Source: an optimization exercise on an open RTL-to-GDS flow (aim: small area and a short achievable clock period). Production flows keep margins and buffers that such runs may drop.
At most, simulation tests tie the RTL to the original design; equivalence was not proved.
For runs 3 to 5, only the layout was checked, not whether the RTL still works.
Power is estimated from default activity; no workload was simulated.

==> flow/config.mk <==
export PLATFORM = sky130hd
export DESIGN_NAME = mult_top
export DESIGN_NICKNAME = mult_top
export VERILOG_FILES = /design/flow/design.v
export SDC_FILE = /design/flow/constraint.sdc
export NUM_CORES = 4
export LEC_CHECK = 0
export ABC_AREA = 1
export CAP_MARGIN = 20
export CORE_MARGIN = 2
export CORE_UTILIZATION = 40
export CTS_BUF_LIST = sky130_fd_sc_hd__clkbuf_4
export CTS_CLUSTER_SIZE = 6
export SETUP_SLACK_MARGIN = 3.3
export SLEW_MARGIN = 20
==> flow/constraint.sdc <==
create_clock -name core_clock -period 7.0 [get_ports {clk}]
set_input_delay 1.4000 -clock core_clock [delete_from_list [all_inputs] [get_ports {clk}]]
set_output_delay 1.4000 -clock core_clock [all_outputs]
set_load 0.01 [all_outputs]
==> flow/design.v <==
module ELM_log(
    input  [12:0] a,
    output [3:0]  k,
    output [4:0]  f
    );
    wire n3 = a[12];
    wire n2 = ~n3 & (|a[11:8]);
    wire n1 = ~n3 & ~(|a[11:8]) & (|a[7:4]);
    wire n0 = ~n3 & ~(|a[11:4]);
    assign k[3] = n3 | n2;
    assign k[2] = n3 | n1;
    wire [20:0] e = {3'b0, a, 5'b0};
    wire [8:0] g = ({9{n0}} & e[8:0]) | ({9{n1}} & e[12:4])
                 | ({9{n2}} & e[16:8]) | ({9{n3}} & e[20:12]);
    wire l3 = g[8];
    wire l2 = ~g[8] & g[7];
    wire l1 = ~g[8] & ~g[7] & g[6];
    wire l0 = ~g[8] & ~g[7] & ~g[6];
    assign k[1] = l3 | l2;
    assign k[0] = l3 | l1;
    assign f = ({5{l0}} & g[4:0]) | ({5{l1}} & g[5:1])
             | ({5{l2}} & g[6:2]) | ({5{l3}} & g[7:3]);
endmodule
module ELM_add #(parameter W = 18) (
    input  [W-1:0] a,
    input  [W-1:0] b,
    input          ci,
    output [W-1:0] s
    );
    wire [W-1:0] p0 = a ^ b;
    wire [W-1:0] g0 = a & b;
    wire [W-1:0] g [0:5];
    wire [W-1:0] p [0:5];
    assign g[0] = {g0[W-1:1], g0[0] | (p0[0] & ci)};
    assign p[0] = p0;
    genvar l, i;
    generate
        for (l = 0; l < 5; l = l + 1) begin : g_lvl
            for (i = 0; i < W; i = i + 1) begin : g_bit
                if ((i >> l) & 1) begin : g_op
                    localparam integer J = ((i >> l) << l) - 1;
                    assign g[l+1][i] = g[l][i] | (p[l][i] & g[l][J]);
                    assign p[l+1][i] = p[l][i] & p[l][J];
                end else begin : g_pass
                    assign g[l+1][i] = g[l][i];
                    assign p[l+1][i] = p[l][i];
                end
            end
        end
    endgenerate
    assign s = p0 ^ {g[5][W-2:0], ci};
endmodule
module ELM_front(
    input  [15:0] x,
    input  [15:0] y,
    output [17:0] h,       
    output        yneg,    
    output [4:0]  ksum,    
    output [5:0]  m,       
    output        sn       
    );
    wire xone = x[14] ^ x[13];
    wire xtwo = ~xone & (x[15] ^ x[14]);
    wire xneg = x[15] & (xone | xtwo);
    wire [17:0] ys = {y[15], y[15], y};
    wire [17:0] pp2 = (({18{xone}} & ys) | ({18{xtwo}} & {ys[16:0], 1'b0})) ^ {18{xneg}};
    wire yone = y[14] ^ y[13];
    wire ytwo = ~yone & (y[15] ^ y[14]);
    assign yneg = y[15] & (yone | ytwo);
    wire [17:0] xs = {{4{x[13]}}, x[13:0]};
    wire [17:0] pp1 = (({18{yone}} & xs) | ({18{ytwo}} & {xs[16:0], 1'b0})) ^ {18{yneg}};
    ELM_add #(18) add_h(.a(pp2), .b(pp1), .ci(xneg), .s(h));
    wire [12:0] ax = x[12:0] ^ {13{x[13]}};
    wire [12:0] ay = y[12:0] ^ {13{y[13]}};
    wire [3:0] kx, ky;
    wire [4:0] fx, fy;
    ELM_log log_x(.a(ax), .k(kx), .f(fx));
    ELM_log log_y(.a(ay), .k(ky), .f(fy));
    wire nz = (x[13] | (|x[7:0])) & (y[13] | (|y[7:0]));
    wire [4:0] kk = kx + ky;
    assign ksum = kk | {5{~nz}};
    assign sn = nz & (x[13] ^ y[13]);
    assign m = fx + fy;
endmodule
module ELM_back(
    input  [17:0] h,
    input         yneg,
    input  [4:0]  ksum,
    input  [5:0]  m,
    input         sn,
    output [31:0] p
    );
    wire [6:0] w = m[5] ? {1'b1, m[4:0], 1'b0} : {1'b0, 1'b1, m[4:0]};
    wire [9:0] u = {3'b0, w} << ksum[1:0];
    wire [7:0] oq;
    genvar i, j;
    generate
        for (i = 0; i < 8; i = i + 1) begin : g_oq
            assign oq[i] = (ksum[4:2] == i) && (i < 7);
        end
    endgenerate
    wire [27:0] a;
    generate
        for (j = 0; j < 28; j = j + 1) begin : g_a
            wire [6:0] t;
            for (i = 0; i < 7; i = i + 1) begin : g_t
                if (j + 5 - 4 * i >= 0 && j + 5 - 4 * i <= 9) begin : g_on
                    assign t[i] = u[j+5-4*i] & oq[i];
                end else begin : g_off
                    assign t[i] = 1'b0;
                end
            end
            assign a[j] = |t;
        end
    endgenerate
    wire [27:0] pp0 = a ^ {28{sn}};
    assign p[13:0] = pp0[13:0] - yneg;
    wire c14 = yneg & (|pp0[13:0]);
    ELM_add #(18) add_p(.a(h), .b({{4{sn}}, pp0[27:14]}), .ci(c14), .s(p[31:14]));
endmodule
module ELM_Mitchw6(
    input [15:0] x,
    input [15:0] y,
    output [31:0] p
    );
    wire [17:0] h;
    wire yneg, sn;
    wire [4:0] ksum;
    wire [5:0] m;
    ELM_front front(.x(x), .y(y), .h(h), .yneg(yneg), .ksum(ksum), .m(m), .sn(sn));
    ELM_back back(.h(h), .yneg(yneg), .ksum(ksum), .m(m), .sn(sn), .p(p));
endmodule
module mult_top(
    input clk,
    input  [15:0] x,
    input  [15:0] y,
    output reg [31:0] p_out
    );
    wire [17:0] h_d;
    wire yneg_d, sn_d;
    wire [4:0] ksum_d;
    wire [5:0] m_d;
    ELM_front front(.x(x), .y(y), .h(h_d), .yneg(yneg_d), .ksum(ksum_d),
                    .m(m_d), .sn(sn_d));
    reg [17:0] h_q;
    reg yneg_q, sn_q;
    reg [4:0] ksum_q;
    reg [5:0] m_q;
    wire [31:0] P_vec;
    ELM_back back(.h(h_q), .yneg(yneg_q), .ksum(ksum_q), .m(m_q),
                  .sn(sn_q), .p(P_vec));
    always @(posedge clk)
    begin
        h_q <= h_d;
        yneg_q <= yneg_d;
        ksum_q <= ksum_d;
        m_q <= m_d;
        sn_q <= sn_d;
        p_out <= P_vec;
    end
endmodule
==> flow/flow/run.sh <==
#!/bin/bash
# Standard layout, with two changes passed to the ORFS make run:
#  - no full/half adder cell extraction in synthesis (ABC maps the adders),
#  - port buffers made from the smallest buffer cell.
export ADDER_MAP_FILE=
export BUFFER_PORTS_ARGS="-buffer_cell sky130_fd_sc_hd__buf_1"
bash standard.sh > standard.log 2>&1
==> flow/standard.sh <==
#!/bin/bash
# synth_recipe.tcl (not shown) runs the flow's synth.tcl, then flattens the netlist and writes it again
# the make line also repeats each setting of config.mk as NAME=value (left out here)
make -C /OpenROAD-flow-scripts/flow DESIGN_CONFIG=/design/flow/config.mk WORK_HOME=/design/flow/orfs CLKGATE_MAP_FILE= SYNTH_SCRIPT=/design/flow/synth_recipe.tcl "${@:-finish}"
==> impl_metrics.yaml, run 1 <==
status:
  status: "complete, no violations"
final_layout:
  area_growth_pct: 13.46
  drive_above_1_share_pct: 13.10
  final_nets: 1112
  final_common_cell: "nand2_1"
  layout_common_cells: "292 x nand2_1, 137 x inv_1, 93 x nor2_1"
timing:
  tightest_slew_ps: 572.9
  setup_tns_ps: 0
  fin_hold_ws_ps: 547.9
  grt_setup_unrepaired: "yes"
  fin_crit_ps: 3483
  clock_skew_ps: 12.60
  timing.fmax_mhz: 287.1
  finalCritPeriodShare_pct: 49.75
  slew_headroom_pct: 61.52
  setup_viol: 0
  maxSlewViolCount: 0
  hold_viol_final: 0
detailed_routing:
  drt-initial-drc-count: 394
  drt_wl_total_mm: 14.26
  routedWlPerCell_um: 11.20
  dr_total_vias: 5929
  vias_per_cell: 4.658
  drt_pass1_iterations: 4
  drc: 0
  drtAntennaViolNets: 0
power_and_ir_drop:
  powerDensity_mw_per_mm2: 336.5
  p_comb_share_pct: 64.4
  seqPwrFrac_pct: 25.2
  p_sw_share_pct: 49.75
  p_leak_nw: 3.583
  internal-power_mw: 1.194
  power_mw: 2.377
  switchingPower_mw: 1.183
  peakVddDrop_uv: 129.7
  clkPwrFrac_pct: 10.5
clock_tree:
  cts_sinks: 63
  clk_pin_slew_ps: 110
  clock_path_buffers: 2
  clock-root-buffer: "clkbuf_4"
  clkLatencyLatePin_ps: 410
  cts_made_buffers: 9
  cts_tree: "done"
  htree_num_levels: 3
worst_setup_path:
  worst-path-max-fanout: 13
  critPathMaxStageDelay_ps: 300
  startpoint_type: "primary input"
  cp_cell_sequence: "buf_1 -> buf_12 -> inv_2 -> nand2_2 -> nand2_2 -> inv_1 -> nand2_1 -> xor2_1 -> mux2_2 -> o21bai_2 -> nand2_1 -> nand2_1 -> nand2_1 -> nand2_2 -> nand2_1 -> nand2_2 -> nand2_2 -> nand2_4 -> nand3_1 -> nand2_1 -> xor2_1"
  crit_top_cell: "nand2_1"
  cp.required_ps: 7350
  critPathSlowestCell: "mux2_2"
  path_delay_family: "simple AND/OR/NAND/NOR gates"
  cp_num_buf_inv: 4
  end_kind: "flop"
  worstPathArrival_ps: 3830
  crit_type: "in2reg"
floorplan:
  core-area_mm2: 0.01520
  io_pins: 65
  design.die.area_mm2: 0.01658
  die_w_um: 128.8
  rows: 45
  die_height_um: 128.8
  initial_utilization_pct: 40.96
synth:
  synth_fp_nets: 1045
  async_flop_share_pct: 0
  ys_seq_area_share_pct: 20.25
  synth_top_area_share_pct: 20.25
  ys_warn_count: 2
  synth_area_leaders: "dfxtp_1 20%, nand2_1 18%, xor2_1 11%"
  synth_area_leader_cell: "dfxtp_1"
  synth_flop_cell: "dfxtp_1"
  netlist_area_mm2: 0.006227
  syn_avg_cell_area_um2: 6.153
  synth_seq_cells: 63
  syn_inst: 1012
  synth-edff-count: 0
  synth_cell_types: 56
hold_path:
  hold_class: "reg2reg"
place:
  gp_congestion: 0.9003
  hpwl_mm: 11.72
  port_buffers: 64
global_routing:
  grt_pass1_vias: 5363
  grt_pass1_wl_mm: 23.86
  grt_antenna_before_repair: 1
  grt_overflow: 0
  grt.total_usage_pct: 17.36
  grt_max_degree: 28
run:
  maxCapViolCount: 0
[final timing paths]
path,startpoint,to,slack (ps),depth (start not counted)
setup reg to reg,sn_q,p_out[31],3970,21
hold / removal,yneg_q,p_out[14],550,2
hold reg to reg,yneg_q,p_out[14],550,2
setup / recovery,y[13],h_q[14],3520,21
[flip-flops by register name (all words and copies together), names as in the netlist]
signal,flops
sn_q,1
p_out,32
ksum_q,5
yneg_q,1
m_q,6
h_q,18
[stage by stage]
stage	area, µm²	utilization [%]	std cells	setup WS, ps
detailed placement	6594	43.37	1248	2717
finish	7066	46.48	1273	3517
global route	7066	46.48	1273	3273
global placement	6594	43.37	1248	2724
CTS	6754	44.43	1264	3354
floorplan	6227	-	1012	3507
[layout make-up]
| type | instances | area (µm²) |
|---|---|---|
| inverter | 153 | 575.6 |
| tap | 188 | 235.2 |
| fill | 1641 | 8137 |
| sequential | 63 | 1262 |
| multi-input combinational | 778 | 4478 |
| clock inverter | 6 | 71.32 |
| clock buffer | 10 | 75.07 |
| timing repair buffer | 74 | 365.4 |
| antenna | 1 | 2.502 |
[worst min-delay path, cell delays in order (launching register included)]
cell and delay [ps]:
dfxtp_1 360, nand2_1 90, xnor2_1 60
[logic make-up (layout without fill, tap and decap cells)]
kind of cell    after synthesis  after routing  share of synthesized area [%]
compound gates              112            112                          11.67
mux                           1              1                         0.1808
other cells                   0              1                              0
flops                        63             63                          20.25
buf+inv                     171            243                          11.21
xor+xnor                    117            117                          17.72
simple gates                548            548                          38.96
[routing by layer]
layer	GRT usage [%]	vias to the layer above	part of all wire, %
met1	24.32	2458	52
li1	-	3311	-
met5	0	-	0
met3	2.121	18	4.7
met4	5.243	0	1.6
met2	27.95	142	42
[cells in the mapped netlist (3+ instances only)]
library cell	number
a21oi_1	21
a21oi_2	3
buf_2	11
buf_6	3
dfxtp_1	63
inv_1	137
inv_2	15
nand2_1	296
nand2_2	23
nand3_1	69
nand3_2	4
nand4_1	13
nor2_1	96
nor2_2	10
nor2_4	5
nor3_1	10
o21a_1	4
o21ai_0	15
o21ai_1	9
o22ai_1	35
or2_1	4
or2_2	7
xnor2_1	29
xnor2_2	5
xor2_1	79
xor2_2	3
[power groups by stage]
stage | clock, mW | sequential [mW] | combinational (mW)
CTS | 0.261 | 0.599 | 1.51
finish | 0.249 | 0.598 | 1.53
global placement | 0 | 0.610 | 1.49
detailed placement | 0 | 0.608 | 1.51
global route | 0.273 | 0.616 | 1.76
floorplan | 0 | 0.621 | 1.20
[what timing repair did]
item / 4_1_cts / 5_1_grt
resized for setup: 4 / 38
pin swaps: 0 / 3
buffers inserted: 0 / 8
hold buffers: 0 / 0
hold endpoints to repair: 0 / 0
endpoints found under the setup margin: 23 / 32
==> run 2, diff against run 1 <==
--- a/flow/config.mk
+++ b/flow/config.mk
@@ -11,5 +11,5 @@
 export CORE_UTILIZATION = 40
 export CTS_BUF_LIST = sky130_fd_sc_hd__clkbuf_4
 export CTS_CLUSTER_SIZE = 6
-export SETUP_SLACK_MARGIN = 3.3
+export SETUP_SLACK_MARGIN = 3.1
 export SLEW_MARGIN = 20
==> run 2 against run 1 <==
Still clean. Die area did not move. Count of clock-buffer cells in the layout did not move. Clock skew hardly changed. Combinational power barely moved. Final area decreased by 3.7%. Flip-flop and latch count unchanged. Via count shrank 0.96%. Sequential power barely moved. Largest cell class unchanged.
==> impl_metrics.yaml, run 2 <==
timing:
  grt_setup_unrepaired: "no"
  slew_headroom_pct: 60.68
  finalCritPeriodShare_pct: 51.93
  setup_tns_ps: 0
  final.setup.worst_slack_ps: 3365
  fin_hold_ws_ps: 548.0
  setup_viol: 0
  timing.fmax_mhz: 275.1
  maxSlewViolCount: 0
  fin_crit_ps: 3635
  hold_viol_final: 0
  tightest_slew_ps: 585.3
  clock_skew_ps: 12.62
worst_setup_path:
  critPathLaunch: "y[13]"
  cp_cell_sequence: "buf_1 -> buf_6 -> xor2_2 -> nor2_1 -> nand2_1 -> inv_2 -> nand2_2 -> nor2_1 -> nor3_1 -> inv_1 -> nand2_1 -> nand2_1 -> a221oi_2 -> inv_2 -> nand2_1 -> inv_1 -> a21oi_1 -> xor2_1"
  reg2reg_from: "sn_q"
  crit_top_cell: "nand2_1"
  critPathMaxStageDelay_ps: 330
  end_kind: "flop"
  critPathSlowestCell: "nor3_1"
  worst-path-max-fanout: 16
  worstPathArrival_ps: 3970
  worst_r2r_endpoint: "p_out[31]"
  cp-endpoint: "m_q[3]"
  startpoint_type: "primary input"
  crit_type: "in2reg"
  cp.required_ps: 7340
  r2r_setup_slack_ps: 3980
  worstRegToRegCells: 21
synth:
  synth_area_leaders: "dfxtp_1 20%, nand2_1 18%, xor2_1 11%"
  synth_flop_cell: "dfxtp_1"
  syn_avg_cell_area_um2: 6.153
  synth_area_leader_cell: "dfxtp_1"
  synth-edff-count: 0
  synth_fp_nets: 1045
  syn_inst: 1012
  async_flop_share_pct: 0
  synthTopCellsByCount: "296 x nand2_1, 137 x inv_1, 96 x nor2_1"
  synth_seq_cells: 63
  netlist_area_mm2: 0.006227
  synth_most_common_cell: "nand2_1"
  ys_warn_count: 2
  synth_top_area_share_pct: 20.25
  synth_cell_types: 56
  ys_seq_area_share_pct: 20.25
floorplan:
  initial_utilization_pct: 40.96
  die_height_um: 128.8
  io_pins: 65
  die_w_um: 128.8
  core-area_mm2: 0.01520
  rows: 45
  design.die.area_mm2: 0.01658
global_routing:
  grt_pass1_wl_mm: 23.83
  grt_pass1_vias: 5370
  grt_antenna_before_repair: 1
  grt_max_degree: 28
  grt_overflow: 0
  grt.total_usage_pct: 17.34
clock_tree:
  cts_made_buffers: 9
  postCtsHoldBufs: 0
  cts_tree: "done"
  htree_num_levels: 3
  clk_pin_slew_ps: 110
  cts_sinks: 63
  clkLatencyLatePin_ps: 410
  clock-root-buffer: "clkbuf_4"
  clock_path_buffers: 2
final_layout:
  final_common_cell: "nand2_1"
  largest_reg_flops: 32
  regMostFlops: "p_out"
  drive_above_1_share_pct: 10.87
  area_growth_pct: 9.283
  top_regs: "p_out (32), h_q (18), m_q (6)"
  fill_cells: 1697
  final_nets: 1104
  final_cell_area_mm2: 0.006805
  layout_common_cells: "295 x nand2_1, 137 x inv_1, 96 x nor2_1"
power_and_ir_drop:
  p_leak_nw: 3.483
  peakVddDrop_uv: 129.6
  powerDensity_mw_per_mm2: 346.0
hold_path:
  hold_class: "reg2reg"
detailed_routing:
  drtAntennaViolNets: 0
  drt-initial-drc-count: 313
  drt_pass1_iterations: 4
  drt_wl_total_mm: 13.96
  drc: 0
  vias_per_cell: 4.642
  dr_total_vias: 5872
  routedWlPerCell_um: 11.04
run:
  maxCapViolCount: 0
place:
  placed_cell_area_mm2: 0.006594
  dp_slack_ps: 2717
  port_buffers: 64
  hpwl_mm: 11.72
  gp_congestion: 0.9003
status:
  status: "complete, no violations"
==> run 2: cell count changes in the layout (fill, tap and decap cells not counted), moves of 3 or more <==
cell | previous run | this run
buf_4 | 6 | 1
buf_12 | 4 | 0
xnor2_1 | 22 | 26
nand2_1 | 292 | 295
nor2_1 | 93 | 96
xor2_1 | 75 | 78
==> run 2: power breakdown <==
group | internal, mW | switching, mW | leakage (nW) | total (mW)
combinational | 0.544 | 0.964 | 2.88 | 1.51
sequential | 0.523 | 0.0748 | 0.531 | 0.598
clock | 0.114 | 0.134 | 0.0728 | 0.249
total | 1.18 | 1.17 | 3.48 | 2.35
==> run 2: kinds of logic after synthesis <==
| group | count (synthesis) | share of synthesized area [%] |
|---|---|---|
| simple gates | 548 | 38.96 |
| buf+inv | 171 | 11.21 |
| flops | 63 | 20.25 |
| mux | 1 | 0.1808 |
| xor+xnor | 117 | 17.72 |
| compound gates | 112 | 11.67 |
==> run 2: repair_timing <==
action	in CTS	in global routing
resized for setup	1	11
endpoints found under the setup margin	4	17
setup buffers	0	0
==> run 2: worst min path at each step <==
stage | start | end | slack [ps] | cells past startpoint
finish | h_q[17] | p_out[31] | 550 | 3
global route | yneg_q | p_out[14] | 550 | 2
CTS | yneg_q | p_out[14] | 550 | 2
detailed placement | yneg_q | p_out[14] | 530 | 2
global placement | h_q[17] | p_out[31] | 520 | 3
floorplan | yneg_q | p_out[14] | 470 | 2
==> run 2: routing by layer <==
layer	share of wire [%]	global-route usage (%)	up-vias
met5	0	0	-
met4	1.7	5.243	0
met3	4.1	2.121	20
met2	42	27.95	131
met1	53	24.27	2430
li1	-	-	3291
==> run 2: layout make-up <==
cell class	count	area (µm²)	area share [%]
multi-input cells	778	4324	63.54
flip-flops and latches	63	1262	18.55
inverters	153	575.6	8.457
repair buffers	66	259.0	3.806
well taps	188	235.2	3.457
clock buffers	10	75.07	1.103
clock inverters	6	71.32	1.048
diodes	1	2.502	0.03677
==> run 2: metrics by stage <==
step	instances	util (%)	total power [mW]
2_1_floorplan	1012	-	1.823
3_3_place_gp	1248	43.37	2.102
3_5_place_dp	1248	43.37	2.114
4_1_cts	1264	44.35	2.369
5_1_grt	1265	44.77	2.627
6_report	1265	44.77	2.355
==> run 2: worst max-delay path: cells and delay by family <==
kind	cells	cell delay, ps
compound gates	2	400
xor+xnor	2	450
simple gates	8	1050
buf+inv	6	670
==> run 3, diff against run 2 <==
--- a/flow/design.v
+++ b/flow/design.v
@@ -90,8 +90,9 @@
     input         sn,
     output [31:0] p
     );
-    wire [6:0] w = m[5] ? {1'b1, m[4:0], 1'b0} : {1'b0, 1'b1, m[4:0]};
-    wire [9:0] u = {3'b0, w} << ksum[1:0];
+    wire [5:0] v = {1'b1, m[4:0]};
+    wire [2:0] tf = ksum[1:0] + m[5];
+    wire [9:0] u = {4'b0, v} << tf;
     wire [7:0] oq;
     genvar i, j;
     generate
--- a/flow/config.mk
+++ b/flow/config.mk
@@ -11,5 +11,5 @@
 export CORE_UTILIZATION = 40
 export CTS_BUF_LIST = sky130_fd_sc_hd__clkbuf_4
 export CTS_CLUSTER_SIZE = 6
-export SETUP_SLACK_MARGIN = 3.1
+export SETUP_SLACK_MARGIN = 3.3
 export SLEW_MARGIN = 20
==> run 3 against run 2 <==
Sequential share of layout area shrank 0.85 points. Critical path depth shrank 3. Cell count grew 1.1%. Utilization grew 2.3 points. Routed wire length grew 9.4%. Hold slack lost 5.5 ps. Setup slack gained 75 ps. Die area shrank 0.68%. Power grew 1.7%. Critical path type unchanged.
==> impl_metrics.yaml, run 3 <==
timing:
  clock_skew_ps: 19.46
  slew_headroom_pct: 45.63
  timing.fmax_mhz: 280.9
  finalCritPeriodShare_pct: 50.86
  grt_setup_unrepaired: "yes"
  setup_tns_ps: 0
  maxSlewViolCount: 0
  fin_crit_ps: 3560
  hold_viol_final: 0
  setup_viol: 0
  tightest_slew_ps: 814.6
synth:
  synth_fp_nets: 1038
  synth_top_family_by_area: "simple AND/OR/NAND/NOR gates"
  ys_warn_count: 2
  synth_most_common_cell: "nand2_1"
  syn_avg_cell_area_um2: 6.153
  synth_mux_area_share_pct: 0
  syn_inst: 1005
  synth_top_area_share_pct: 20.40
  synth_cell_types: 47
  synth_area_leaders: "dfxtp_1 20%, nand2_1 18%, xor2_1 12%"
  synth_compound_area_share_pct: 10.97
  synth_seq_cells: 63
  synth_flop_cell: "dfxtp_1"
  async_flop_share_pct: 0
  synth_area_leader_cell: "dfxtp_1"
  synthAdderAreaFrac_pct: 0
  netlist_area_mm2: 0.006183
  ys_seq_area_share_pct: 20.40
  synthTopCellsByCount: "294 x nand2_1, 136 x inv_1, 95 x nor2_1"
  synth-edff-count: 0
  yosys.area_share.simple_pct: 39.42
  synth_xor_area_share_pct: 18.01
final_layout:
  final_cells: 1279
  final_util_pct: 47.04
  layout_common_cells: "284 x nand2_1, 134 x inv_1, 92 x nor2_1"
  final_common_cell: "nand2_1"
  fill_cells: 1602
  drive_above_1_share_pct: 15.50
  largest_reg_flops: 32
  regMostFlops: "p_out"
  top_regs: "p_out (32), h_q (18), m_q (6)"
  final_nets: 1118
  area_growth_pct: 15.22
detailed_routing:
  routedWlPerCell_um: 11.94
  drt-initial-drc-count: 437
  drt_wl_total_mm: 15.27
  vias_per_cell: 4.804
  drtAntennaViolNets: 0
  drc: 0
  dr_total_vias: 6144
  drt_pass1_iterations: 5
clock_tree:
  postCtsHoldBufs: 0
  clock_path_buffers: 2
  cts_sinks: 63
  htree_num_levels: 3
  cts_made_buffers: 9
  clkLatencyLatePin_ps: 410
  cts_tree: "done"
  clk_pin_slew_ps: 100
  clock-root-buffer: "clkbuf_4"
global_routing:
  grt_max_degree: 28
  grt_pass1_vias: 5242
  grt_antenna_before_repair: 1
  grt_pass1_wl_mm: 24.46
  grt.total_usage_pct: 17.95
  grt_overflow: 0
power_and_ir_drop:
  p_leak_nw: 3.605
  peakVddDrop_uv: 138.2
  powerDensity_mw_per_mm2: 336.2
floorplan:
  die_height_um: 128.3
  io_pins: 65
  initial_utilization_pct: 40.83
  design.die.area_mm2: 0.01647
  core-area_mm2: 0.01515
  rows: 45
  die_w_um: 128.3
worst_setup_path:
  cp.required_ps: 7310
  r2r_setup_slack_ps: 4020
  reg2reg_from: "ksum_q[0]"
  crit_type: "in2reg"
  worstPathArrival_ps: 3870
  end_kind: "flop"
  startpoint_type: "primary input"
  worst_r2r_endpoint: "p_out[31]"
  worst-path-max-fanout: 6
  worstRegToRegCells: 27
hold_path:
  min_to: "p_out[31]"
  hold_class: "reg2reg"
  whs_path_depth: 3
  hp-start: "h_q[17]"
place:
  port_buffers: 64
  gp_congestion: 0.9697
  post-place-cells: 1244
  hpwl_mm: 12.09
run:
  maxCapViolCount: 0
status:
  status: "complete, no violations"
## run 3: critical path, stage by stage
cell,delay (ps)
buf_2,150
buf_12,160
inv_1,150
nand2_2,100
nand2_1,120
nand2_4,90
buf_4,170
buf_4,130
o22ai_1,170
xor2_1,200
or2_2,140
nand2_1,80
o21ai_0,370
a21oi_1,160
a31o_2,270
## run 3: area by class of cell
cell class / count / area (µm²) / share of cell area (%)
Antenna cell: 1 / 2.502 / 0.03512
Clock buffer: 11 / 82.58 / 1.159
Clock inverter: 5 / 25.02 / 0.3512
Inverter: 156 / 585.6 / 8.219
Multi-Input combinational cell: 771 / 4482 / 62.91
Sequential cell: 63 / 1261 / 17.70
Tap cell: 188 / 235.2 / 3.302
Timing Repair Buffer: 84 / 450.4 / 6.322
## run 3: metal layers
metal / part of all wire [%] / global-route usage (%) / up-vias
li1: - / - / 3316
met1: 50 / 25.41 / 2628
met2: 43 / 27.91 / 173
met3: 4.8 / 2.911 / 27
met4: 2.0 / 5.818 / 0
met5: 0 / 0 / -
## run 3: worst max path at each step
stage	from	depth (start not counted)	end
2_1_floorplan	y[13]	21	m_q[4]
3_3_place_gp	y[13]	19	h_q[14]
3_5_place_dp	y[13]	19	h_q[14]
4_1_cts	x[13]	21	h_q[14]
5_1_grt	x[13]	21	h_q[14]
6_report	x[13]	15	h_q[16]
## run 3: per-stage QoR
step	setup slack [ps]	hold slack, ps	power (mW)	instance area, µm²
floorplan	3420	471.2	1.847	6183
global placement	2343	525.2	2.143	6566
detailed placement	2267	529.8	2.145	6566
CTS	3352	548.6	2.358	6689
global route	3264	580.6	2.642	7124
finish	3440	542.5	2.395	7124
## run 3: power by group
group          total [mW]  internal [mW]  switching (mW)
Clock               0.203         0.0776           0.125
Sequential          0.586          0.522          0.0634
Combinational        1.61          0.588            1.02
Total                2.39           1.19            1.21
## run 3: logic make-up (layout without fill, tap and decap cells)
logic type,Yosys count,after routing
flops,63,63
other cells,0,1
compound gates,105,105
xor+xnor,122,122
simple gates,544,544
buf+inv,171,256
## run 3: timing repair
| action | in CTS | in global routing |
|---|---|---|
| pin swaps | 0 | 14 |
| buffers inserted | 0 | 16 |
| cloned | 0 | 2 |
| gates resized for setup | 9 | 50 |
| setup endpoints to repair | 22 | 19 |
==> run 4, diff against run 3 <==
--- a/flow/design.v
+++ b/flow/design.v
@@ -20,6 +20,34 @@
     assign k[0] = l3 | l1;
     assign f = ({5{l0}} & g[4:0]) | ({5{l1}} & g[5:1])
              | ({5{l2}} & g[6:2]) | ({5{l3}} & g[7:3]);
+endmodule
+module ELM_add_ks #(parameter W = 18) (
+    input  [W-1:0] a,
+    input  [W-1:0] b,
+    input          ci,
+    output [W-1:0] s
+    );
+    wire [W-1:0] p0 = a ^ b;
+    wire [W-1:0] g0 = a & b;
+    wire [W-1:0] g [0:5];
+    wire [W-1:0] p [0:5];
+    assign g[0] = {g0[W-1:1], g0[0] | (p0[0] & ci)};
+    assign p[0] = p0;
+    genvar l, i;
+    generate
+        for (l = 0; l < 5; l = l + 1) begin : g_lvl
+            for (i = 0; i < W; i = i + 1) begin : g_bit
+                if (i >= (1 << l)) begin : g_op
+                    assign g[l+1][i] = g[l][i] | (p[l][i] & g[l][i-(1<<l)]);
+                    assign p[l+1][i] = p[l][i] & p[l][i-(1<<l)];
+                end else begin : g_pass
+                    assign g[l+1][i] = g[l][i];
+                    assign p[l+1][i] = p[l][i];
+                end
+            end
+        end
+    endgenerate
+    assign s = p0 ^ {g[5][W-2:0], ci};
 endmodule
 module ELM_add #(parameter W = 18) (
     input  [W-1:0] a,
@@ -69,7 +97,7 @@
     assign yneg = y[15] & (yone | ytwo);
     wire [17:0] xs = {{4{x[13]}}, x[13:0]};
     wire [17:0] pp1 = (({18{yone}} & xs) | ({18{ytwo}} & {xs[16:0], 1'b0})) ^ {18{yneg}};
-    ELM_add #(18) add_h(.a(pp2), .b(pp1), .ci(xneg), .s(h));
+    ELM_add_ks #(18) add_h(.a(pp2), .b(pp1), .ci(xneg), .s(h));
     wire [12:0] ax = x[12:0] ^ {13{x[13]}};
     wire [12:0] ay = y[12:0] ^ {13{y[13]}};
     wire [3:0] kx, ky;
@@ -90,9 +118,8 @@
     input         sn,
     output [31:0] p
     );
-    wire [5:0] v = {1'b1, m[4:0]};
-    wire [2:0] tf = ksum[1:0] + m[5];
-    wire [9:0] u = {4'b0, v} << tf;
+    wire [6:0] w = m[5] ? {1'b1, m[4:0], 1'b0} : {1'b0, 1'b1, m[4:0]};
+    wire [9:0] u = {3'b0, w} << ksum[1:0];
     wire [7:0] oq;
     genvar i, j;
     generate
==> run 4 against run 3 <==
Still clean on timing, DRC and antenna. Sequential share of layout area fell by 0.55 points. Via count rose by 2.2%. Cell count rose by 2.2%. Power fell by 2.3%. Critical endpoint is now h_q[13]. Largest power group unchanged. Highest routed layer unchanged.
==> impl_metrics.yaml, run 4 <==
status:
  status: "complete, no violations"
worst_setup_path:
  critPathMaxStageDelay_ps: 340
  cp_cell_sequence: "buf_1 -> buf_12 -> inv_2 -> nand2_1 -> nand2_1 -> nand2_2 -> o22ai_1 -> xor2_1 -> or2_2 -> nand2_1 -> o21a_1 -> o21ai_1 -> nand2_1 -> nand2_1 -> a21oi_2 -> o21bai_2 -> nand2_1 -> nand2_1 -> xnor2_1"
  worstPathArrival_ps: 3910
  end_kind: "flop"
  cp.required_ps: 7310
  startpoint_type: "primary input"
  critPathSlowestCell: "or2_2"
  worst-path-max-fanout: 12
  crit_type: "in2reg"
  cp_num_buf_inv: 3
  crit_top_cell: "nand2_1"
  path_delay_family: "simple AND/OR/NAND/NOR gates"
global_routing:
  grt_pass1_wl_mm: 24.76
  grt_antenna_before_repair: 1
  grt.total_usage_pct: 17.94
  grt_pass1_vias: 5509
  grt_max_degree: 28
  grt_overflow: 0
detailed_routing:
  dr_total_vias: 6277
  vias_per_cell: 4.803
  drt_wl_total_mm: 15.14
  drtAntennaViolNets: 0
  drt_pass1_iterations: 7
  drc: 0
  routedWlPerCell_um: 11.58
  drt-initial-drc-count: 386
final_layout:
  area_growth_pct: 17.77
  fill_cells: 1617
  final_nets: 1123
  final_common_cell: "nand2_1"
  largest_reg_flops: 32
  top_regs: "p_out (32), h_q (18), m_q (6)"
  final_cell_area_mm2: 0.007362
  final_util_pct: 48.25
  regMostFlops: "p_out"
  drive_above_1_share_pct: 14.43
  layout_common_cells: "296 x nand2_1, 124 x inv_1, 87 x nor2_1"
place:
  placed_cell_area_mm2: 0.006644
  gp_congestion: 0.9089
  hpwl_mm: 12.17
  port_buffers: 64
synth:
  synth_top_area_share_pct: 20.18
  netlist_area_mm2: 0.006251
  synthTopCellsByCount: "305 x nand2_1, 124 x inv_1, 91 x nor2_1"
  synth_area_leader_cell: "dfxtp_1"
  synth_most_common_cell: "nand2_1"
  synth_cell_types: 59
  synth_area_leaders: "dfxtp_1 20%, nand2_1 18%, xor2_1 11%"
  synth_seq_cells: 63
  ys_seq_area_share_pct: 20.18
  synth_flop_cell: "dfxtp_1"
  syn_avg_cell_area_um2: 6.201
  syn_inst: 1008
  ys_warn_count: 3
  synth_fp_nets: 1041
  async_flop_share_pct: 0
  synth-edff-count: 0
floorplan:
  io_pins: 65
  design.die.area_mm2: 0.01664
  rows: 45
  initial_utilization_pct: 40.97
  die_w_um: 129.0
  die_height_um: 129.0
  core-area_mm2: 0.01526
power_and_ir_drop:
  peakVddDrop_uv: 139.8
  powerDensity_mw_per_mm2: 317.7
  p_leak_nw: 3.639
  power_mw: 2.339
timing:
  tightest_slew_ps: 626.5
  clock_skew_ps: 23.70
  fin_hold_ws_ps: 546.1
  setup_viol: 0
  finalCritPeriodShare_pct: 51.32
  setup_tns_ps: 0
  grt_setup_unrepaired: "yes"
  slew_headroom_pct: 57.57
  fin_crit_ps: 3592
  maxSlewViolCount: 0
  timing.fmax_mhz: 278.4
  hold_viol_final: 0
clock_tree:
  cts_sinks: 63
  clock-root-buffer: "clkbuf_4"
  postCtsHoldBufs: 0
  clk_pin_slew_ps: 110
  htree_num_levels: 3
  cts_made_buffers: 9
  cts_tree: "done"
  clkLatencyLatePin_ps: 420
  clock_path_buffers: 2
hold_path:
  hold_class: "reg2reg"
run:
  maxCapViolCount: 0
run 4: cell types whose count changed after synthesis, sizes merged, moves of 3 or more:
| cell | before | now |
|---|---|---|
| a21o | 0 | 3 |
| a21oi | 24 | 17 |
| clkbuf | 0 | 3 |
| inv | 156 | 142 |
| nand4 | 11 | 16 |
| nor3 | 18 | 10 |
| o21ai | 25 | 31 |
| o21bai | 0 | 4 |
| o22ai | 33 | 41 |
| xor2 | 87 | 79 |
run 4: final cells by class:
cell class	count	area (µm²)	share of cell area (%)
antenna	1	2.502	0.03399
clock buffer	9	67.56	0.9177
clock inverter	7	48.80	0.6628
inverter	144	545.5	7.410
multi-input combinational	783	4639	63.02
sequential	63	1262	17.15
tap	211	264.0	3.586
timing repair buffer	89	531.8	7.223
run 4: metrics by stage:
stage               setup slack (ps)  cells
global placement                2743   1267
detailed placement              2646   1267
global route                    3186   1307
CTS                             3303   1283
floorplan                       3476   1008
finish                          3408   1307
run 4: worst paths after layout:
path,end,slack (ps),from,cells after the start
hold reg to reg,p_out[31],550,h_q[17],3
setup / recovery,h_q[13],3410,y[13],19
setup reg to reg,p_out[28],3940,sn_q,21
hold / removal,p_out[31],550,h_q[17],3
run 4: what timing repair did:
action | 4_1_cts | 5_1_grt
hold endpoints to repair | 0 | 0
endpoints found under the setup margin | 23 | 30
gates cloned | 0 | 0
buffers inserted | 0 | 23
pin swaps | 0 | 18
resized for setup | 7 | 59
run 4: per-layer routing:
metal / vias up / wire length [µm] / GRT usage [%]
met2: 187 / 6460 / 27.92
met5: - / 0 / 0
met4: 0 / 344 / 6.010
met1: 2674 / 7602 / 25.63
met3: 27 / 734 / 2.395
li1: 3389 / - / -
run 4: worst reg2reg max path, delay by kind of cell (launching register included):
kind | cells | cell delay [ps]
and+or+nand+nor | 20 | 1740
DFF | 1 | 690
buffers and inverters | 1 | 530
run 4: where the power goes:
part	internal [mW]	switching [mW]	leakage, nW
clock	0.0724	0.138	0.0560
combinational	0.564	0.974	3.05
sequential	0.520	0.0709	0.531
total	1.16	1.18	3.64
run 4: kinds of logic (layout without fill, tap and decap cells):
family	count (synthesis)	after routing	synth area share, %
simple gates	543	543	38.69
buf+inv	162	249	10.69
compound gates	125	125	13.19
xor+xnor	115	115	17.25
flops	63	63	20.18
other cells	0	1	0
==> run 5, diff against run 4 <==
==> flow/design.v (replaced) <==
module ELM_Mitchw6(
    input [15:0] x,
    input [15:0] y,
    output [31:0] p
    );
    wire xone = x[14] ^ x[13];
    wire xtwo = ~xone & (x[15] ^ x[14]);
    wire xneg = x[15] & (xone | xtwo);
    wire [16:0] ys = {y[15], y};
    wire [16:0] pp2 = (({17{xone}} & ys) | ({17{xtwo}} & {ys[15:0], 1'b0})) ^ {17{xneg}};
    wire yone = y[14] ^ y[13];
    wire ytwo = ~yone & (y[15] ^ y[14]);
    wire yneg = y[15] & (yone | ytwo);
    wire [14:0] xs = {x[13], x[13:0]};
    wire [14:0] pp1 = (({15{yone}} & xs) | ({15{ytwo}} & {xs[13:0], 1'b0})) ^ {15{yneg}};
    wire [12:0] ax = x[12:0] ^ {13{x[13]}};
    wire [12:0] ay = y[12:0] ^ {13{y[13]}};
    function [3:0] lod;
        input [12:0] a;
        integer i;
        begin
            lod = 4'd0;
            for (i = 0; i < 13; i = i + 1)
                if (a[i]) lod = i;
        end
    endfunction
    wire [3:0] kx = lod(ax);
    wire [3:0] ky = lod(ay);
    wire [17:0] sx = {ax, 5'b0} >> kx;
    wire [17:0] sy = {ay, 5'b0} >> ky;
    wire [9:0] pl = {1'b0, kx, sx[4:0]} + {1'b0, ky, sy[4:0]};
    wire [36:0] ab = {31'b0, 1'b1, pl[4:0]} << pl[9:5];
    wire [27:0] pa = ab[32:5];
    wire s = x[13] ^ y[13];
    wire nz = (x[13] | (|x[7:0])) & (y[13] | (|y[7:0]));
    wire [27:0] pp0 = {28{nz}} & (pa ^ {28{s}});
    assign p = {{1{pp2[16]}}, pp2, 14'b0} + {{3{pp1[14]}}, pp1, 14'b0}
             + {{4{pp0[27]}}, pp0} + {17'b0, xneg, {14{yneg}}};
endmodule
module mult_top(
    input clk,
    input  [15:0] x,
    input  [15:0] y,
    output reg [31:0] p_out
    );
    wire [31:0] P_vec;
    reg [15:0] X_vec;
    reg [15:0] Y_vec;
    ELM_Mitchw6 mult(X_vec,Y_vec,P_vec); 
    always @(posedge clk) 
    begin
        p_out <= P_vec;
        X_vec <= x;
        Y_vec <= y;
    end
endmodule 
==> flow/run.sh (new file) <==
#!/bin/bash
# synth_recipe.tcl (not shown) runs the flow's synth.tcl, then flattens the netlist and writes it again
# the make line also repeats each setting of config.mk as NAME=value (left out here)
make -C /OpenROAD-flow-scripts/flow DESIGN_CONFIG=/design/flow/config.mk WORK_HOME=/design/flow/orfs CLKGATE_MAP_FILE= SYNTH_SCRIPT=/design/flow/synth_recipe.tcl finish
==> flow/config.mk (replaced) <==
export PLATFORM = sky130hd
export DESIGN_NAME = mult_top
export DESIGN_NICKNAME = mult_top
export VERILOG_FILES = /design/flow/design.v
export SDC_FILE = /design/flow/constraint.sdc
export NUM_CORES = 4
export LEC_CHECK = 0
export CAP_MARGIN = 20
export CORE_MARGIN = 2
export CORE_UTILIZATION = 40
export SLEW_MARGIN = 20
removed: flow/flow/run.sh
removed: flow/standard.sh
==> run 5 against run 4 <==
The layout now fails its checks (setup timing). Sequential share of layout area decreased by 6.2 points. Critical path depth increased by 16. Sequential power decreased by 11%. Flip-flop and latch count increased by 1. Via count increased by 31%. Register-to-register slack got worse by 4400 ps. Clock power increased by 120%. Critical endpoint is now p_out[30].
==> impl_metrics.yaml, run 5 <==
detailed_routing:
  drt_pass1_iterations: 5
  drc: 0
  vias_per_cell: 5.546
  routedWlPerCell_um: 16.93
  dr_total_vias: 8230
  drt-initial-drc-count: 598
  drt_wl_total_mm: 25.13
  drtAntennaViolNets: 0
power_and_ir_drop:
  peakVddDrop_uv: 360.9
  powerDensity_mw_per_mm2: 365.8
  p_leak_nw: 5.254
  power_mw: 4.348
synth:
  syn_inst: 958
  synth_seq_cells: 64
  synth-edff-count: 0
  synth_most_common_cell: "a21oi_1"
  synth_area_leaders: "dfxtp_1 17%, ha_1 13%, xnor2_1 8.1%"
  synth_top_area_share_pct: 16.68
  ys_warn_count: 2
  syn_avg_cell_area_um2: 8.019
  async_flop_share_pct: 0
  synth_area_leader_cell: "dfxtp_1"
  synth_fp_nets: 1092
  netlist_area_mm2: 0.007682
  ys_seq_area_share_pct: 16.68
  synth_cell_types: 81
  synthTopCellsByCount: "82 x a21oi_1, 81 x ha_1, 74 x nor2_1"
  synth_flop_cell: "dfxtp_1"
worst_setup_path:
  cp.required_ps: 7240
  critPathMaxStageDelay_ps: 510
  end_kind: "flop"
  worstRegToRegCells: 35
  worst_r2r_endpoint: "p_out[30]"
  reg2reg_from: "Y_vec[1]"
  r2r_setup_slack_ps: -470
  worst-path-max-fanout: 4
  worstPathArrival_ps: 7720
  crit_type: "reg2reg"
  startpoint_type: "flop"
  critPathSlowestCell: "a2111o_1"
  crit_top_cell: "a21o_1"
global_routing:
  grt_pass1_wl_mm: 38.35
  grt_overflow: 0
  grt_pass1_vias: 7626
  grt_max_degree: 25
  grt_antenna_before_repair: 0
  grt.total_usage_pct: 23.46
place:
  placed_cell_area_mm2: 0.01017
  gp_congestion: 0.9331
  hpwl_mm: 17.50
  port_buffers: 64
timing:
  slew_headroom_pct: 29.80
  clock_skew_ps: 7.952
  finalCritPeriodShare_pct: 106.7
  setup_viol: 18
  timing.fmax_mhz: 133.9
  hold_viol_final: 0
  tightest_slew_ps: 1049
  maxSlewViolCount: 0
  grt_setup_unrepaired: "yes"
  final.setup.worst_slack_ps: -471.0
  fin_crit_ps: 7471
final_layout:
  area_growth_pct: 54.72
  final_nets: 1379
  top_regs: "p_out (32), X_vec (16), Y_vec (16)"
  diodes: 0
  final_common_cell: "buf_4"
  final_cell_area_mm2: 0.01189
  largest_reg_flops: 32
  regMostFlops: "p_out"
  layout_common_cells: "255 x buf_4, 68 x nor2_1, 65 x xnor2_1"
  drive_above_1_share_pct: 38.56
clock_tree:
  clkLatencyLatePin_ps: 360
  htree_num_levels: 3
  cts_sinks: 64
  cts_tree: "done"
  clock-root-buffer: "clkbuf_16"
  clock_path_buffers: 2
  cts_made_buffers: 9
  clk_pin_slew_ps: 60
hold_path:
  hp-start: "Y_vec[15]"
  min_to: "p_out[31]"
  hold_class: "reg2reg"
  whs_path_depth: 5
floorplan:
  io_pins: 65
  design.die.area_mm2: 0.02033
  rows: 50
  die_height_um: 142.6
  initial_utilization_pct: 40.93
  core-area_mm2: 0.01877
  die_w_um: 142.6
status:
  violatedChecks: "setup timing"
  status: "complete, but fails checks"
run:
  maxCapViolCount: 0
-- run 5: changes by cell type after synthesis, moves of 20 or more --
cell / before / now
xnor2_1: 32 / 71
nand3_1: 64 / 16
fa_1: 0 / 20
inv_1: 124 / 53
nand2_1: 305 / 56
mux2i_1: 0 / 56
a21oi_1: 12 / 82
ha_1: 0 / 81
nor3_1: 6 / 32
clkbuf_1: 2 / 32
xor2_1: 75 / 8
-- run 5: critical path: cells and delay by family, from the launching register on --
kind / cells / cell delay [ps]
buffers and inverters: 4 / 440
AND/OR/NAND/NOR: 5 / 790
flip-flops: 1 / 390
XOR/XNOR: 1 / 110
multiplexers: 4 / 840
AO/OA/AOI/OAI: 16 / 3180
adder cells (fa/ha/maj): 5 / 1610
-- run 5: worst max-delay path by stage --
stage | startpoint | endpoint
2_1_floorplan | Y_vec[6] | p_out[30]
3_3_place_gp | Y_vec[3] | p_out[30]
3_5_place_dp | Y_vec[7] | p_out[30]
4_1_cts | Y_vec[6] | p_out[31]
5_1_grt | Y_vec[1] | p_out[30]
6_report | Y_vec[1] | p_out[30]
-- run 5: per-layer routing --
| layer | vias up | share of wire [%] | wire, µm | GRT usage [%] |
|---|---|---|---|---|
| met5 | - | 0 | 0 | 0 |
| met4 | 0 | 2.6 | 652 | 8.338 |
| met3 | 51 | 4.6 | 1155 | 3.264 |
| met2 | 236 | 47 | 11900 | 36.99 |
| met1 | 3888 | 45 | 11420 | 32.71 |
| li1 | 4055 | - | - | - |
-- run 5: cells by family (layout without fill, tap and decap cells) --
family	count (synthesis)	count (layout)	synth area share, %
AND/OR/NAND/NOR	244	244	15.20
AO/OA/AOI/OAI	281	281	24.50
multiplexers	72	72	9.967
flip-flops	64	64	16.68
XOR/XNOR	79	79	9.007
buffers and inverters	117	409	6.254
adder cells (fa/ha/maj)	101	101	18.40
-- run 5: area by class of cell --
type	count	area, µm²
multi-input combinational	777	7029
fill	1528	6882
timing repair buffer	336	2764
sequential	64	1297
tap	234	292.8
clock buffer	10	239.0
inverter	57	214.0
clock inverter	6	50.05
-- run 5: through the flow --
step / hold slack [ps] / util [%] / instances / setup slack, ps / setup TNS, ps
floorplan: 1063 / - / 958 / -101.6 / -120.4
global placement: 1253 / 54.18 / 1416 / -671.0 / -7900
detailed placement: 1280 / 54.18 / 1416 / -769.4 / -9093
CTS: 1275 / 58.74 / 1459 / -286.0 / -2452
global route: 1374 / 63.33 / 1484 / -929.1 / -11170
finish: 1263 / 63.33 / 1484 / -471.0 / -4587
-- run 5: repair_timing --
action,4_1_cts,5_1_grt
buffers inserted,28,28
gates resized for setup,76,124
endpoints found under the setup margin,21,23
pin swaps,64,78
hold endpoints to repair,0,0
hold buffers,0,0
-- run 5: report_power, final --
| part | internal (mW) | total (mW) | switching, mW | leakage, nW |
|---|---|---|---|---|
| Combinational | 1.79 | 3.37 | 1.58 | 4.58 |
| Clock | 0.254 | 0.452 | 0.198 | 0.136 |
| Sequential | 0.486 | 0.526 | 0.0394 | 0.541 |

afterwards: timing with drivers on the ports:
Ports are ideal in the flow. The routed layouts listed here were re-timed in OpenROAD. Step 1: set_driving_cell puts a clkbuf_16 on clk and a buf_2 on each other input, an assumption about the parent block. Step 2, shift: input delay + t, output delay - t, t = (earliest + latest rising clock arrival at the registers) / 2. This alone moves slack from input paths to output paths. a / b / c = ideal / step 1 / step 2; a / b = the first two.
run	t, ns	setup WS [ns]	worst hold slack (ns)	latest minus earliest clock arrival (ns)	worst register clock-pin slew, ns
run 1	0.435	3.517 / 3.525 / 3.089	0.548 / 0.548 / 0.548	0.015 / 0.015	0.11 / 0.11
run 2	0.435	3.365 / 3.373 / 2.938	0.548 / 0.548 / 0.548	0.015 / 0.015	0.11 / 0.11
run 3	0.430	3.440 / 3.451 / 3.021	0.542 / 0.542 / 0.542	0.020 / 0.020	0.11 / 0.11
run 4	0.442	3.408 / 3.416 / 2.974	0.546 / 0.546 / 0.546	0.024 / 0.023	0.12 / 0.12
run 5	0.400	-0.471 / -0.471 / -0.471	1.263 / 1.263 / 1.263	0.008 / 0.008	0.06 / 0.06
The setup slack of run 4, which loses most, moves by +0.008 ns with the drivers and by -0.434 ns with both steps.
